What follows belongs to an exercise in optimizing a design on an open flow for small area; a production flow would make more cautious choices.
In this exercise RTL edits were held to simulation tests only and were not proved equivalent to the original. No driver is modelled on the clock port, so clocking that relies on it looks cheaper here than on a real chip.

## ember
## audiotrans
module audiotrans(		input logic CLOCK_50, reset_in,
						input logic slow_tick, com_tick,
						input logic [0:3] volume,
						input logic [3:0] sel,
						input logic [31:0] left_in, right_in,
						output logic [31:0] left_out, right_out,
						output logic [25:0] lights,
						output logic [6:0] vol0, vol1);
Size: roughly 3900 cells after synthesis, roughly 180 I/O pins, ~59000 um^2 of cells after synthesis.
clock: 30.0 ns
lec_check: 0
cap_margin: 20
core_margin: 2
core_utilization: 58
slew_margin: 20
standard.sh (not shown) runs the stock make flow with config.mk's settings and CLKGATE_MAP_FILE= SYNTH_SCRIPT=/design/flow/synth_recipe.tcl, a recipe that flattens the netlist after the stock synthesis.
==> flow/flow/run.sh <==
#!/bin/bash
# Standard layout (the standard.sh, ORFS) with three changes:
#  - after the standard synthesis, invopt2.py re-chooses the polarity of full
#    adders and of gates that have an inverting twin (and2/nand2, ...) so that
#    fewer inverters are needed; the logic and the registers are unchanged;
#  - the clock tree is built from clkbuf_16 in clusters of up to 30 sinks
#    (clkbuf_8 for the root and the upper levels),
#    without dummy loads;
#  - the port buffers are buf_2 cells.
# Each step writes its full output to its own log in this folder.
set -euo pipefail
RES=$PWD/orfs/results/sky130hd/audiotrans/base
LIB=$FLOW_HOME/platforms/sky130hd/lib/sky130_fd_sc_hd__tt_025C_1v80.lib
CTS="-sink_clustering_enable -repair_clock_nets -dont_use_dummy_load -buf_list sky130_fd_sc_hd__clkbuf_16 -sink_clustering_size 30 -sink_clustering_max_diameter 100 -root_buf sky130_fd_sc_hd__clkbuf_8 -tree_buf sky130_fd_sc_hd__clkbuf_8"
bash standard.sh $RES/1_2_yosys.v > synth_run.log 2>&1
cp $RES/1_2_yosys.v $RES/1_2_yosys_std.v
python3 flow/invopt2.py $LIB $RES/1_2_yosys_std.v $RES/1_2_yosys.v > invopt.log 2>&1
bash standard.sh CTS_ARGS="$CTS" BUFFER_PORTS_ARGS="-buffer_cell sky130_fd_sc_hd__buf_2" finish > layout_run.log 2>&1
Other scripts of this flow, unchanged in this note and not shown: flow/flow/invopt2.py
Looking at the reports, ember completed the entire flow and the layout it produced met the timing, DRC and antenna checks.
Edits applied to the flow inputs when going from ember to cedar:
-- flow/config.mk --
<<< ember, line 9
export CORE_MARGIN = 2
export CORE_UTILIZATION = 58
export SLEW_MARGIN = 20
>>> cedar, line 9
export CORE_MARGIN = 2
export CORE_UTILIZATION = 50
export SLEW_MARGIN = 20
Notes after the runs:
cedar: full flow OK, the timing, DRC and antenna checks passed
Compared with ember, non-filler instance count after layout in cedar increased by a few percent.
cedar gives more post-place setup slack than ember did.
Going from ember to cedar, clock network contribution to total cell area barely changed, number of inserted diodes grew by 3.
Overall routing resource usage: cedar vs ember down 3.9 points
There was hardly any difference in register area between cedar and ember.
Between cedar and ember, number of non-clock buffers in the layout is lower for ember, cedar comes in above that.
In cedar relative to ember, logic depth of the worst register-to-register path had gone up slightly.
Setup changes, cedar to raven
-- flow/flow/run.sh --
<<< cedar, line 8
#    without dummy loads;
#  - the port buffers are buf_2 cells.
# Each step writes its full output to its own log in this folder.
>>> raven, line 8
#    without dummy loads;
#  - the port buffers are buf_1 cells.
# Each step writes its full output to its own log in this folder.
<<< cedar, line 17
python3 flow/invopt2.py $LIB $RES/1_2_yosys_std.v $RES/1_2_yosys.v > invopt.log 2>&1
bash standard.sh CTS_ARGS="$CTS" BUFFER_PORTS_ARGS="-buffer_cell sky130_fd_sc_hd__buf_2" finish > layout_run.log 2>&1
>>> raven, line 17
python3 flow/invopt2.py $LIB $RES/1_2_yosys_std.v $RES/1_2_yosys.v > invopt.log 2>&1
bash standard.sh CTS_ARGS="$CTS" BUFFER_PORTS_ARGS="-buffer_cell sky130_fd_sc_hd__buf_1" REMOVE_ABC_BUFFERS=1 finish > layout_run.log 2>&1
-- flow/config.mk --
<<< cedar, line 9
export CORE_MARGIN = 2
export CORE_UTILIZATION = 50
export SLEW_MARGIN = 20
>>> raven, line 9
export CORE_MARGIN = 2
export CORE_UTILIZATION = 55
export GPL_TIMING_DRIVEN = 0
export SLEW_MARGIN = 20
==> run summary <==
- raven vs cedar on buffer share of cell area: raven is the higher one.
- Looking at the reports, raven completed the entire flow and the layout it produced met the timing, DRC and antenna checks.
- cedar and raven ended up with roughly the same fmax.
- Looking at placer congestion estimate across raven and cedar, the one that comes out lower is raven.
Here is what was changed in the inputs of garnet compared with raven.
-- flow/flow/run.sh --
<<< raven, line 17
python3 flow/invopt2.py $LIB $RES/1_2_yosys_std.v $RES/1_2_yosys.v > invopt.log 2>&1
bash standard.sh CTS_ARGS="$CTS" BUFFER_PORTS_ARGS="-buffer_cell sky130_fd_sc_hd__buf_1" REMOVE_ABC_BUFFERS=1 finish > layout_run.log 2>&1
>>> garnet, line 17
python3 flow/invopt2.py $LIB $RES/1_2_yosys_std.v $RES/1_2_yosys.v > invopt.log 2>&1
bash standard.sh CTS_ARGS="$CTS" BUFFER_PORTS_ARGS="-buffer_cell sky130_fd_sc_hd__buf_1" finish > layout_run.log 2>&1
-- flow/config.mk --
<<< raven, line 9
export CORE_MARGIN = 2
export CORE_UTILIZATION = 55
export GPL_TIMING_DRIVEN = 0
export SLEW_MARGIN = 20
>>> garnet, line 9
export CORE_MARGIN = 2
export CORE_UTILIZATION = 60
export SLEW_MARGIN = 20
Notes after the runs:
- | area of the die | garnet vs raven | about 8% lower |
- On count of multi-input combinational gates, garnet and raven are neck and neck.
- Re global-route usage: raven was lower than garnet.
- Worst hold path class = reg -> async: raven; worst hold path class = reg -> reg: garnet
- raven was larger in final cell area than garnet.
- Looking at number of vias per cell, garnet sits about 6% above raven.
Input changes introduced in delta (baseline for comparison: garnet):
-- flow/flow/run.sh --
<<< garnet, line 8
#    without dummy loads;
#  - the port buffers are buf_1 cells.
# Each step writes its full output to its own log in this folder.
>>> delta, line 8
#    without dummy loads;
#  - the port buffers are buf_2 cells.
# Each step writes its full output to its own log in this folder.
<<< garnet, line 17
python3 flow/invopt2.py $LIB $RES/1_2_yosys_std.v $RES/1_2_yosys.v > invopt.log 2>&1
bash standard.sh CTS_ARGS="$CTS" BUFFER_PORTS_ARGS="-buffer_cell sky130_fd_sc_hd__buf_1" finish > layout_run.log 2>&1
>>> delta, line 17
python3 flow/invopt2.py $LIB $RES/1_2_yosys_std.v $RES/1_2_yosys.v > invopt.log 2>&1
bash standard.sh CTS_ARGS="$CTS" BUFFER_PORTS_ARGS="-buffer_cell sky130_fd_sc_hd__buf_2" finish > layout_run.log 2>&1
-- flow/config.mk --
<<< garnet, line 9
export CORE_MARGIN = 2
export CORE_UTILIZATION = 60
export SLEW_MARGIN = 20
>>> delta, line 9
export CORE_MARGIN = 2
export CORE_UTILIZATION = 55
export SLEW_MARGIN = 20
==> run summary <==
- Every run (delta and garnet) finished clean.
- The final period utilization in delta sits 0.21 points below the value recorded for garnet.
- Post-layout net count: delta < garnet
- Diff garnet..delta | CTS sink count | unchanged
- Looking at wire length of the first global-routing pass, delta sits below garnet.
- Compared with garnet, delta has extra setup slack.
### delta -> nickel
-- flow/flow/run.sh --
<<< delta, line 8
#    without dummy loads;
#  - the port buffers are buf_2 cells.
# Each step writes its full output to its own log in this folder.
>>> nickel, line 8
#    without dummy loads;
#  - the port buffers are buf_1 cells.
# Each step writes its full output to its own log in this folder.
<<< delta, line 17
python3 flow/invopt2.py $LIB $RES/1_2_yosys_std.v $RES/1_2_yosys.v > invopt.log 2>&1
bash standard.sh CTS_ARGS="$CTS" BUFFER_PORTS_ARGS="-buffer_cell sky130_fd_sc_hd__buf_2" finish > layout_run.log 2>&1
>>> nickel, line 17
python3 flow/invopt2.py $LIB $RES/1_2_yosys_std.v $RES/1_2_yosys.v > invopt.log 2>&1
bash standard.sh CTS_ARGS="$CTS" BUFFER_PORTS_ARGS="-buffer_cell sky130_fd_sc_hd__buf_1" finish > layout_run.log 2>&1
Findings:
For first-pass GRT wire length, delta and nickel come out practically identical.
Per the comparison of nickel with delta, core utilization barely changed; wire length saw an increase; post-route minimum period lost 100 ps.

[afterwards: timing with drivers on the ports]
Ports are ideal in the flow. The routed layouts listed here were re-timed in OpenROAD. Step 1 assumes that a clkbuf_16 drives the clock port and a buf_2 every other input. Step 2 times the ports against the registers' clock, not the clock port: input delays grow and output delays shrink by t, the midpoint of the rising clock arrivals with the driver on. Three values: ideal ports, drivers, drivers and shift; two values: the first two.
run	t (ns)	setup slack, ns	clock arrival spread, ns	pins driven straight from the clock port
ember	0.824	1.064 / 1.064 / 1.064	0.178 / 0.178	1
cedar	0.833	0.982 / 0.982 / 0.982	0.169 / 0.170	1
raven	0.820	0.999 / 0.999 / 0.999	0.147 / 0.146	1
garnet	0.817	0.972 / 0.972 / 0.972	0.180 / 0.181	1
delta	0.821	1.035 / 1.035 / 1.035	0.151 / 0.151	1
nickel	0.834	1.135 / 1.135 / 1.135	0.108 / 0.108	1
After both steps setup and hold are still met in every run listed.
